This is an optimization exercise on Yosys and OpenROAD, whose aim is small area and a short achievable clock period, not a production implementation. For this run, only the layout was checked, not whether the RTL still works. Power and IR drop assume default switching activity.

`design/flow/run.sh`:
```
#!/bin/bash
# synth_recipe.tcl (not shown) runs the flow's synth.tcl, then flattens the netlist and writes it again
# the make line also repeats each setting of config.mk as NAME=value (left out here)
make -C /OpenROAD-flow-scripts/flow DESIGN_CONFIG=/design/flow/config.mk WORK_HOME=/design/flow/orfs CLKGATE_MAP_FILE= SYNTH_SCRIPT=/design/flow/synth_recipe.tcl finish
```
`design/flow/config.mk`:
```
export PLATFORM = sky130hd
export DESIGN_NAME = ACC_CPU_32BITS
export DESIGN_NICKNAME = ACC_CPU_32BITS
export VERILOG_FILES = /design/flow/design.v
export SDC_FILE = /design/flow/constraint.sdc
export NUM_CORES = 4
export LEC_CHECK = 0
export CAP_MARGIN = 20
export CORE_MARGIN = 2
export CORE_UTILIZATION = 40
export SLEW_MARGIN = 20
```
`design/flow/constraint.sdc`:
```
create_clock -name core_clock -period 105.0 [get_ports {clock}]
set_input_delay 21.0000 -clock core_clock [delete_from_list [all_inputs] [get_ports {clock}]]
set_output_delay 21.0000 -clock core_clock [all_outputs]
set_load 0.01 [all_outputs]
```
`design/flow/design.v`:
```
module ACC_CPU_32BITS(
	input button_clock_in,
	input [16:0] Input,
	output wire [0:27] Output7Segments,
	input clock,
	output wire WaitingInput,
	input reset_in,
	output wire Negative,
	output wire [0:20] OutputPC,
	output wire [14:0] mem_addr,
	output wire [31:0] mem_wdata,
	output wire mem_we,
	input [31:0] mem_rdata
	);
	localparam [63:0] M_DEF  = 64'h00f0010018fcdef7;  
	localparam [63:0] M_MULC = 64'h00001e0000002008;  
	localparam [63:0] M_AY   = 64'h0050000000000001;  
	localparam [63:0] M_AX   = 64'h00a0000000000000;  
	localparam [63:0] M_BM   = 64'h0000140010a894a5;  
	localparam [63:0] M_BI   = 64'h00000a0000546a5a;  
	localparam [63:0] M_SUB  = 64'h00c0000000000607;
	localparam [63:0] M_AND  = 64'h0000000000000030;
	localparam [63:0] M_OR   = 64'h0000000000001800;
	localparam [63:0] M_XOR  = 64'h000000000000c000;
	localparam [63:0] M_LD   = 64'h0000000010fc0000;
	localparam [63:0] M_FLAGS= 64'h0000000000000007;  
	localparam [63:0] M_DACC = 64'h0000000010c0def0;
	localparam [63:0] M_DX   = 64'h00a0000000300000;
	localparam [63:0] M_DY   = 64'h00500000000c0000;
	localparam [63:0] M_PUSH = 64'h0000000560000000;
	localparam [63:0] M_PULL = 64'h0000010218000000;
	localparam [63:0] M_TO4  = 64'h00000107f8000000;  
	localparam [63:0] M_WAIT = 64'h9000000000000000;  
	localparam [63:0] M_IMMX = 64'h0000000080fe0000;  
	function [6:0] seg7(input [3:0] in);
		case (in)
			4'h0: seg7 = 7'b1000000; 4'h1: seg7 = 7'b1111001;
			4'h2: seg7 = 7'b0100100; 4'h3: seg7 = 7'b0110000;
			4'h4: seg7 = 7'b0011001; 4'h5: seg7 = 7'b0010010;
			4'h6: seg7 = 7'b0000010; 4'h7: seg7 = 7'b1111000;
			4'h8: seg7 = 7'b0000000; 4'h9: seg7 = 7'b0010000;
			4'ha: seg7 = 7'b0001000; 4'hb: seg7 = 7'b0000011;
			4'hc: seg7 = 7'b1000110; 4'hd: seg7 = 7'b0100001;
			4'he: seg7 = 7'b0000110; default: seg7 = 7'b0001110;
		endcase
	endfunction
	function [31:0] rev32(input [31:0] v);
		integer i;
		for (i = 0; i < 32; i = i + 1) rev32[i] = v[31 - i];
	endfunction
	function [31:0] rca32(input [31:0] a, input [31:0] b, input ci);
		integer i;
		reg c;
		begin
			c = ci;
			for (i = 0; i < 32; i = i + 1) begin
				rca32[i] = a[i] ^ b[i] ^ c;
				c = (a[i] & b[i]) | (c & (a[i] ^ b[i]));
			end
		end
	endfunction
	wire rst = ~reset_in;
	wire [31:0] Mem = mem_rdata;
	reg [2:0] st;
	reg pend;             
	reg mact;             
	reg mshr;             
	reg [31:0] IR, Acc, X, Y, SP, SR, Aux, PC, sPC, MDR;
	reg [20:0] P;
	reg [14:0] Base;
	reg BaseHi;           
	reg [14:0] PM;        
	reg [16:0] InReg;     
	reg [0:27] segR;
	reg [0:20] pcsegR;
	reg NegR, WIR, WER;
	reg [14:0] RA;
	reg subiu, desceu, bprev;
	reg [5:0] cnt;
	reg pre;
	wire [5:0] op = IR[31:26];
	wire [31:0] Imm = {6'd0, IR[25:0]};
	wire S0 = (st == 3'd0);
	wire S1 = (st == 3'd1);
	wire S2 = (st == 3'd2);
	wire S3 = (st == 3'd3);
	wire S4 = (st == 3'd4);
	wire S5 = (st == 3'd5);
	wire cDEF = M_DEF[op], cMULC = M_MULC[op], cAY = M_AY[op], cAX = M_AX[op];
	wire cBM = M_BM[op], cBI = M_BI[op], cSUB = M_SUB[op], cAND = M_AND[op];
	wire cOR = M_OR[op], cXOR = M_XOR[op], cLD = M_LD[op], cFLAGS = M_FLAGS[op];
	wire cDACC = M_DACC[op], cDX = M_DX[op], cDY = M_DY[op];
	wire cPUSH = M_PUSH[op], cPULL = M_PULL[op], cTO4 = M_TO4[op];
	wire cWAIT = M_WAIT[op], cIMMX = M_IMMX[op];
	wire cBR = (op[5:2] == 4'b1001);    
	wire brTaken = (op[1:0] == 2'd0) ? (~SR[0] & ~SR[1]) :
	               (op[1:0] == 2'd1) ? ~SR[1] :
	               (op[1:0] == 2'd2) ? SR[0] : SR[1];
	wire IO0 = (op == 6'd60) & (S3 | S4);
	wire BRK = (op == 6'd63) & (S3 | S4);
	reg [2:0] nst;
	always @(*) begin
		case (st)
			3'd0: nst = 3'd1;
			3'd1: nst = 3'd2;
			3'd2: nst = 3'd3;
			3'd3: nst = cTO4 ? 3'd4 : (cWAIT ? ((subiu == desceu) ? 3'd3 : 3'd4) : 3'd0);
			3'd4: nst = (op == 6'd34) ? 3'd5 : (cWAIT ? ((subiu != desceu) ? 3'd4 : 3'd0) : 3'd0);
			default: nst = 3'd0;
		endcase
	end
	wire exe = S0 & pend;
	wire [31:0] defA = cAY ? Y : (cAX ? X : Acc);
	wire [31:0] defB = cBM ? MDR : (cBI ? Imm : 32'd1);
	wire [31:0] addA = S0 ? defA : ((S1 | (S3 & cBR)) ? PC : ((S4 & (op == 6'd31)) ? X : SP));
	wire [31:0] addB = S0 ? defB : ((S3 & cBR) ? Imm : 32'd1);
	wire addSub = S0 ? cSUB : ((S3 & ~cBR) | (S4 & (op == 6'd31)));
	wire [31:0] sum = rca32(addA, addB ^ {32{addSub}}, addSub);
	reg [31:0] R;
	always @(*) begin
		if (cAND) R = Acc & defB;
		else if (cOR) R = Acc | defB;
		else if (cXOR) R = Acc ^ defB;
		else if (cLD) R = defB;
		else R = sum;
	end
	wire [31:0] shOne = (IR[25:5] == 21'd0) ? (32'd1 << IR[4:0]) : 32'd0;
	wire [31:0] mulB = (op == 6'd3 || op == 6'd13) ? shOne : Imm;
	wire [10:0] chunk = S0 ? {1'b0, MDR[31:22]} : (S1 ? MDR[21:11] : MDR[10:0]);
	wire [31:0] mulA = mshr ? rev32(Acc) : Acc;
	wire [31:0] T = {P, 11'd0} + mulA * chunk;
	wire [31:0] Tfin = mshr ? rev32(T) : T;
	wire mfin = mact & S2;
	reg [31:0] Acc_n, X_n, Y_n, SP_n, SR_n, Aux_n, PCo_n, sPC_n;
	reg [14:0] Base_n;
	reg BaseHi_n;
	always @(*) begin
		Acc_n = Acc; X_n = X; Y_n = Y; SP_n = SP; SR_n = SR; Aux_n = Aux;
		PCo_n = PC; sPC_n = sPC; Base_n = Base; BaseHi_n = BaseHi;
		if (exe) begin
			if (cDACC) Acc_n = R;
			if (cDX) X_n = R;
			if (cDY) Y_n = R;
			if (cFLAGS) SR_n[2:0] = {1'b0, (R == 32'd0), R[31]};
			if (op == 6'd27) SR_n = MDR;
			if (op == 6'd40) sPC_n = MDR;
		end
		if (mfin) Acc_n = Tfin;
		if (S1) begin
			PCo_n = pre ? 32'd198 : sum;
			if (pre) begin
				sPC_n = PC;
				Base_n = 15'd0;
				BaseHi_n = 1'b0;
			end
		end
		if (S3) begin
			case (op)
				6'd8:  Aux_n = X;
				6'd16: X_n = Aux;
				6'd24, 6'd56: begin Base_n = Aux[14:0]; BaseHi_n = |Aux[31:15]; end
				6'd25: SP_n = X;
				6'd26: X_n = SP;
				6'd35: PCo_n = Imm;
				6'd48: Acc_n = Y;
				6'd49: Acc_n = X;
				6'd50: Y_n = Acc;
				6'd51: X_n = Acc;
				6'd57: SR_n[3] = 1'b1;
				6'd58: Y_n = {31'd0, SR[3]};
				default: ;
			endcase
			if (cPUSH) SP_n = sum;
			if (cBR & brTaken) PCo_n = sum;
			if (op == 6'd56) PCo_n = sPC;
		end
		if (S4) begin
			if (op == 6'd31) X_n = sum;
			if (op == 6'd60) Y_n = {InReg[16], 15'd0, InReg[15:0]};
			if (cPULL) SP_n = sum;
		end
		if (S5) PCo_n = Imm;
	end
	wire rts = S4 & (op == 6'd33);
	wire [31:0] PC_n = rts ? Mem : PCo_n;
	wire [31:0] IR_n = S1 ? (pre ? 32'hF8000000 : Mem) : IR;
	wire pre_n = S0 & (BaseHi | (|Base)) & (cnt == 6'd63);
	wire [14:0] PM_n = (Base_n & {15{~(S0 & pre_n)}}) + (X_n[14:0] & {15{~S3}});
	wire fastSel = (S1 & ~pre) | rts;
	wire [14:0] fastSum = PM + Mem[14:0];
	reg [14:0] slP, slQ;
	always @(*) begin
		if (S1 | (S2 & cIMMX)) begin
			slP = PM;
			slQ = S1 ? 15'd0 : IR[14:0];
		end else begin
			slP = Base_n;
			slQ = (nst == 3'd0 || nst == 3'd1) ? PCo_n[14:0] : SP_n[14:0];
		end
	end
	wire [14:0] slowSum = slP + slQ;
	wire [14:0] RA_n = fastSel ? fastSum : slowSum;
	wire mdrOther = (S3 & cMULC & ~cBM) | (mact & (S0 | S1)) |
	                (S2 & ((op == 6'd17) | (op == 6'd31))) | (S3 & cPUSH);
	reg [31:0] mdrO;
	always @(*) begin
		if (S0 | S1) mdrO = MDR;
		else if (S2) mdrO = (op == 6'd31) ? Y : (mfin ? Tfin : Acc);
		else if (cMULC) mdrO = mulB;
		else if (op == 6'd29) mdrO = SR;
		else if (op == 6'd32) mdrO = sPC;
		else if (op == 6'd34) mdrO = PC;
		else mdrO = Acc;
	end
	wire [31:0] MDR_n = mdrOther ? mdrO : Mem;
	wire WE_n = ((nst == 3'd3) & ((op == 6'd17) | (op == 6'd31))) |
	            ((nst == 3'd4) & cPUSH);
	wire WI_n = (nst == 3'd3) & (op == 6'd60);
	wire [15:0] outv = Y[31] ? (16'd0 - Y[15:0]) : Y[15:0];
	always @(posedge clock) begin
		MDR <= MDR_n;
		P <= S3 ? 21'd0 : T[20:0];
		PM <= PM_n;
		IR <= IR_n;       
	end
	always @(posedge clock) begin
		if (rst) begin
			st <= 3'd0;
			pend <= 1'b0;
			mact <= 1'b0;
			mshr <= 1'b0;
			Acc <= 32'd0;
			X <= 32'd0;
			Y <= 32'd0;
			SP <= 32'd9497;
			SR <= 32'd0;
			Aux <= 32'd0;
			Base <= 15'd0;
			BaseHi <= 1'b0;
			PC <= 32'd0;
			sPC <= 32'd0;
			RA <= 15'd0;
			WER <= 1'b0;
			WIR <= 1'b0;
			pcsegR <= {seg7(4'd0), seg7(4'd0), seg7(4'd0)};
		end else begin
			st <= nst;
			pend <= (S3 | S4) & cDEF;
			mact <= S3 ? cMULC : (S2 ? 1'b0 : mact);
			if (S3) mshr <= (op == 6'd13);
			Acc <= Acc_n;
			X <= X_n;
			Y <= Y_n;
			SP <= SP_n;
			SR <= SR_n;
			Aux <= Aux_n;
			Base <= Base_n;
			BaseHi <= BaseHi_n;
			PC <= PC_n;
			sPC <= sPC_n;
			RA <= RA_n;
			WER <= WE_n;
			WIR <= WI_n;
			pcsegR <= {seg7(PC_n[3:0]), seg7(PC_n[7:4]), seg7(PC_n[11:8])};
		end
	end
	wire countSig = S0 & (BaseHi | (|Base));
	always @(posedge clock) begin
		if (rst) begin
			cnt <= 6'd0;
			pre <= 1'b0;
		end else begin
			pre <= pre_n;
			if (countSig) cnt <= cnt + 6'd1;
		end
	end
	wire bclk = ~button_clock_in;
	wire brise = bclk & ~bprev;
	wire bfall = ~bclk & bprev;
	always @(posedge clock) begin
		if (rst) begin
			bprev <= 1'b0;
			InReg <= 17'd0;
			subiu <= 1'b0;
			desceu <= 1'b0;
			segR <= {seg7(4'd0), seg7(4'd0), seg7(4'd0), seg7(4'd0)};
			NegR <= 1'b0;
		end else begin
			bprev <= bclk;
			if (brise & IO0) InReg <= Input;
			if (brise & (IO0 | BRK)) subiu <= ~subiu;
			if (bfall & (IO0 | BRK) & (subiu != desceu)) desceu <= ~desceu;
			if (S3 & (op == 6'd59)) begin
				NegR <= Y[31];
				segR <= {seg7(outv[3:0]), seg7(outv[7:4]), seg7(outv[11:8]), seg7(outv[15:12])};
			end
		end
	end
	assign Output7Segments = segR;
	assign OutputPC = pcsegR;
	assign Negative = NegR;
	assign WaitingInput = WIR;
	assign mem_addr = RA;
	assign mem_we = WER;
	assign mem_wdata = MDR;
endmodule
```
==> flow_summary.html <==
<table>
<tr><th>Metric</th><th>Value</th></tr>
<tr><th colspan="2">Final layout</th></tr>
<tr><td>Layout net count</td><td>6214</td></tr>
<tr><td>Multi-input combinational cell area</td><td>0.03059 mm2</td></tr>
<tr><td>Post-synthesis to final-layout area growth</td><td>12.91%</td></tr>
<tr><td>Leading cell type in the layout, fill and taps excluded</td><td>sky130_fd_sc_hd__nand2_1</td></tr>
<tr><td>Combined flip-flop and latch cell area</td><td>between 0.01 and 0.015 mm2</td></tr>
<tr><td>Fraction of final layout cells with drive strength greater than 1</td><td>just over 8%</td></tr>
<tr><td>Leading cell types in the layout, fill and taps excluded</td><td>880 x sky130_fd_sc_hd__nand2_1, 583 x sky130_fd_sc_hd__nor2_1, 478 x sky130_fd_sc_hd__a21oi_1</td></tr>
<tr><td>Utilization after layout</td><td>45.34%</td></tr>
<tr><td>Number of fill cells</td><td>10980</td></tr>
<tr><th colspan="2">Floorplanning</th></tr>
<tr><td>I/O pins</td><td>151</td></tr>
<tr><td>Die footprint</td><td>0.1115 mm2</td></tr>
<tr><td>Die height</td><td>333.9 um</td></tr>
<tr><td>Std-Cell Rows</td><td>121</td></tr>
<tr><td>Core region area</td><td>0.1084 mm2</td></tr>
<tr><td>Starting Density</td><td>40.16%</td></tr>
<tr><td>Die Wd</td><td>333.9 um</td></tr>
<tr><th colspan="2">GRT</th></tr>
<tr><td>Total routing resource utilization after global routing</td><td>41.24%</td></tr>
<tr><td>First-pass GRT wire length</td><td>332700 um</td></tr>
<tr><td>Antenna violations before repair</td><td>29</td></tr>
<tr><td>Residual overflow from global routing</td><td>0</td></tr>
<tr><td>Via count of the first global-routing pass</td><td>between 40000 and 50000</td></tr>
<tr><td>Largest net degree at the start of global routing</td><td>approximately 160</td></tr>
<tr><th colspan="2">Placement</th></tr>
<tr><td>Number of input and output port buffers inserted</td><td>150</td></tr>
<tr><td>GP Congestion</td><td>1.065</td></tr>
<tr><td>DP Wirelength</td><td>168400 um</td></tr>
<tr><td>Worst slack at placement</td><td>about 81000 ps</td></tr>
<tr><th colspan="2">CTS</th></tr>
<tr><td>Buffer count from post-CTS setup fixing</td><td>0</td></tr>
<tr><td>TritonCTS clock tree</td><td>built</td></tr>
<tr><td>Buffer levels on the longest clock path</td><td>3</td></tr>
<tr><td>Clock Pin Slew Worst Setup and Hold Paths</td><td>70 ps</td></tr>
<tr><td>Clock latency (worst-skew pair)</td><td>around 700 ps</td></tr>
<tr><td>Number of sinks handled by clock tree synthesis</td><td>472</td></tr>
<tr><td>H-tree depth</td><td>2</td></tr>
<tr><td>Cts bufs inserted</td><td>between 50 and 60</td></tr>
<tr><td>Hold-fix buffer count after cts</td><td>0</td></tr>
<tr><td>Number of cells upsized or downsized after cts</td><td>0</td></tr>
<tr><td>Clk root buf</td><td>sky130_fd_sc_hd__clkbuf_16</td></tr>
<tr><th colspan="2">Worst setup path</th></tr>
<tr><td>Most prevalent standard cell on the critical path</td><td>sky130_fd_sc_hd__a21o_1</td></tr>
<tr><td>CP Capture Type</td><td>flop</td></tr>
<tr><td>R2R Path Start</td><td>IR[26]$_SDFFCE_PP0P_</td></tr>
<tr><td>Reg-to-reg endpoint</td><td>SR[1]$_SDFFE_PN0P_</td></tr>
<tr><td>Kind of launch point of the worst setup path</td><td>input port</td></tr>
<tr><td>Instance count on the critical path</td><td>12</td></tr>
<tr><td>CP arrival</td><td>approximately 24000 ps</td></tr>
<tr><td>Critical path class</td><td>input port to flop</td></tr>
<tr><td>Top delay family on crit path</td><td>compound AO/OA/AOI/OAI gates</td></tr>
<tr><td>Highest fanout seen on the critical path</td><td>4</td></tr>
<tr><td>Critical path buffers and inverters</td><td>1</td></tr>
<tr><td>Standard cell with the maximum stage delay on the critical path</td><td>sky130_fd_sc_hd__clkdlybuf4s50_1</td></tr>
<tr><td>CP required</td><td>105580 ps</td></tr>
<tr><td>Slowest Stage Delay on Critical Path</td><td>490 ps</td></tr>
<tr><td>FF-to-FF setup slack</td><td>between 80000 and 90000 ps</td></tr>
<tr><td>Worst-case reg-to-reg path depth</td><td>49</td></tr>
<tr><td>Cell-by-cell listing of the critical path</td><td>clkdlybuf4s50_1 &gt; ha_1 &gt; a21o_1 &gt; a21oi_1 &gt; o21ai_0 &gt; a211oi_1 &gt; o311ai_0 &gt; a21o_1 &gt; a21o_1 &gt; a31oi_1 &gt; mux2i_1 &gt; o211ai_1</td></tr>
<tr><th colspan="2">Detailed routing</th></tr>
<tr><td>Detail Route Antenna Nets</td><td>0</td></tr>
<tr><td>Highest routing layer actually used</td><td>met5</td></tr>
<tr><td>Routed via count divided by cell count</td><td>6.688</td></tr>
<tr><td>First-pass iteration count of the detailed router</td><td>9</td></tr>
<tr><td>Total wire length after detailed routing</td><td>236700 um</td></tr>
<tr><td>Routed length on met1</td><td>roughly 85000 um</td></tr>
<tr><td>Routed vias</td><td>~48000</td></tr>
<tr><td>Wire length on met2</td><td>around 95000 um</td></tr>
<tr><td>Number of design-rule violations left by the first detailed-router iteration</td><td>8326</td></tr>
<tr><td>DRC violation count after routing</td><td>0</td></tr>
<tr><td>Routed WL per cell</td><td>33.07 um</td></tr>
<tr><td>Met3 layer wire length in the routed design</td><td>34800 um</td></tr>
<tr><th colspan="2">Pwr</th></tr>
<tr><td>Worst IR drop on VDD</td><td>around 12 uV</td></tr>
<tr><td>Leakage power of the design</td><td>approximately 19 nW</td></tr>
<tr><td>Power, Total</td><td>566.4 uW</td></tr>
<tr><td>Power density of the placed cells</td><td>about 12 mW/mm2</td></tr>
<tr><th colspan="2">STA</th></tr>
<tr><td>Achievable frequency</td><td>0.04271 GHz</td></tr>
<tr><td>Minimum clock period</td><td>23420 ps</td></tr>
<tr><td>Final worst hold slack</td><td>454.1 ps</td></tr>
<tr><td>Slew Viols, Final</td><td>0</td></tr>
<tr><td>Hold Fails Final Rpt</td><td>0</td></tr>
<tr><td>Slew at the pin with the worst max-slew slack</td><td>roughly 1400 ps</td></tr>
<tr><td>Min setup slack post-route</td><td>81580 ps</td></tr>
<tr><td>Number of failing setup endpoints in the final timing report</td><td>0</td></tr>
<tr><td>Unrepaired setup endpoints after global routing</td><td>no</td></tr>
<tr><td>Clock Skew</td><td>44.02 ps</td></tr>
<tr><td>Final period util</td><td>22.30%</td></tr>
<tr><td>Fin Setup TNS</td><td>0 ps</td></tr>
<tr><td>Max_slew headroom</td><td>9.219%</td></tr>
<tr><th colspan="2">Yosys</th></tr>
<tr><td>Async S/R FF share, synth</td><td>0%</td></tr>
<tr><td>Ys Warns</td><td>1</td></tr>
<tr><td>Synthesized Nets</td><td>6221</td></tr>
<tr><td>Mean instance size in the synthesized netlist</td><td>7.655 um2</td></tr>
<tr><td>Main synth FF type</td><td>sky130_fd_sc_hd__dfxtp_1</td></tr>
<tr><td>Cell area after synthesis</td><td>roughly 0.044 mm2</td></tr>
<tr><td>Post-synthesis sequential element count</td><td>between 400 and 500</td></tr>
<tr><td>Share of synthesized area occupied by flip-flops and latches</td><td>23.18%</td></tr>
<tr><td>Cell count after synthesis</td><td>5686</td></tr>
<tr><td>Post-synth EDFFs</td><td>64</td></tr>
<tr><td>Number of unique standard cell types used by synthesis</td><td>103</td></tr>
<tr><th colspan="2">Run status</th></tr>
<tr><td>Status</td><td>finished clean</td></tr>
<tr><th colspan="2">Worst hold path</th></tr>
<tr><td>Critical hold path startpoint</td><td>segR[13]$_SDFFE_PN0P_</td></tr>
<tr><td>Worst min-delay path category</td><td>flop to flop</td></tr>
<tr><td>Cell depth of the worst hold path</td><td>2</td></tr>
<tr><td>Worst Hold End</td><td>segR[13]$_SDFFE_PN0P_</td></tr>
<tr><th colspan="2">Flow run</th></tr>
<tr><td>Max Cap Violations</td><td>0</td></tr>
</table>
## power breakdown
group	internal, mW	total, mW	switching [mW]
clock network	0.128	0.223	0.0945
registers	0.189	0.198	0.00886
logic	0.0432	0.146	0.103
total	0.360	0.566	0.206
## synth_stat cells, drive strengths merged (32+ instances only)
cell	count	share of area (%)
a211oi	150	2.6
a21o	32	0.55
a21oi	485	5.6
a221oi	54	1.1
a222oi	32	0.74
a22oi	103	1.8
a31oi	53	0.81
and2	53	0.77
and3	46	0.66
buf	66	0.72
clkbuf	373	3.2
dfxtp	408	19
edfxtp	64	4.4
fa	272	13
ha	211	6.1
inv	378	3.3
mux2i	144	3.3
nand2	887	7.6
nand2b	32	0.46
nand3	82	0.94
nor2	596	5.1
nor2b	55	0.79
nor3	104	1.2
o211ai	58	1.0
o21ai	332	3.8
o221ai	35	0.70
o22ai	47	0.68
xnor2	82	1.6
xor2	41	0.82
## how the worst max path moves through the flow
stage,from,to,slack [ps]
final,mem_rdata[1],RA[13]$_SDFF_PN0_,81580
after global routing,mem_rdata[0],RA[14]$_SDFF_PN0_,81350
after floorplan,mem_rdata[1],RA[13]$_SDFF_PN0_,81800
after detailed placement,mem_rdata[1],RA[13]$_SDFF_PN0_,80920
after CTS,mem_rdata[1],RA[13]$_SDFF_PN0_,81630
after global placement,mem_rdata[1],RA[13]$_SDFF_PN0_,80900
## cells by family (layout without fill, tap and decap cells)
kind of cell	count (synthesis)	in the layout	synth area share [%]
AND/OR/NAND/NOR	1965	1965	19.49
flip-flops	472	472	23.18
buffers and inverters	820	860	7.226
XOR/XNOR	127	127	2.682
other	0	18	0
multiplexers	168	168	4.010
AO/OA/AOI/OAI	1651	1651	24.84
adder cells (fa/ha/maj)	483	483	18.57
## worst reg2reg max path, delay by kind of cell (launching register included)
kind,cells,cell delay [ps]
compound gates,8,2190
simple gates,6,1570
buf+inv,3,670
fa+ha+maj,31,12590
xor+xnor,1,240
flops,1,630
## metal layers
metal  vias up  GRT usage [%]
met1     22730          49.61
met5         -         0.1737
li1      19870              -
met2      4113          58.10
met3      1129          17.52
met4        26          30.93
## sequential cells by signal, indices dropped and copies added (netlist names), 3 cells and up
name / cells
Acc: 32
Aux: 32
Base: 15
IR: 32
InReg: 17
MDR: 32
P: 21
PC: 32
PM: 15
RA: 15
SP: 32
SR: 32
X: 32
Y: 32
cnt: 6
pcsegR: 21
sPC: 32
segR: 28
st: 3
## layout make-up
type                       instances  area share (%)
antenna                           18         0.09165
tap                             1414           3.600
clock buffer                      73           3.190
clock inverter                    32          0.9063
timing repair buffer             374           6.492
multi-input combinational       4394           62.25
inverter                         381           2.928
sequential                       472           20.54
## stage by stage
| step | cells | instance area, um2 |
|---|---|---|
| floorplan | 5686 | 43530 |
| global placement | 7035 | 47020 |
| detailed placement | 7035 | 47020 |
| CTS | 7140 | 49040 |
| global route | 7143 | 49110 |
| finish | 7158 | 49150 |

[re-timing with driven ports]
In the flow no input, the clock included, has a driving cell. The finished layout below was timed again as built, in two steps.
Step 1, drivers: a clkbuf_16 drives clock and a buf_2 each remaining input, both assumed.
Step 2 also shifts input and output timing later by t, the mid clock arrival at the registers, as if the neighbouring blocks saw the same clock.
Slacks: ideal ports / drivers / drivers and shift; pairs: ideal ports / drivers.
shift t [ns]: 0.759
setup WS [ns]: 81.584 / 81.634 / 80.875
clock arrival spread, ns: 0.044 / 0.044
After both steps setup and hold are still met in this run. The setup slack of this run moves by +0.050 ns with the drivers and by -0.709 ns with both steps.
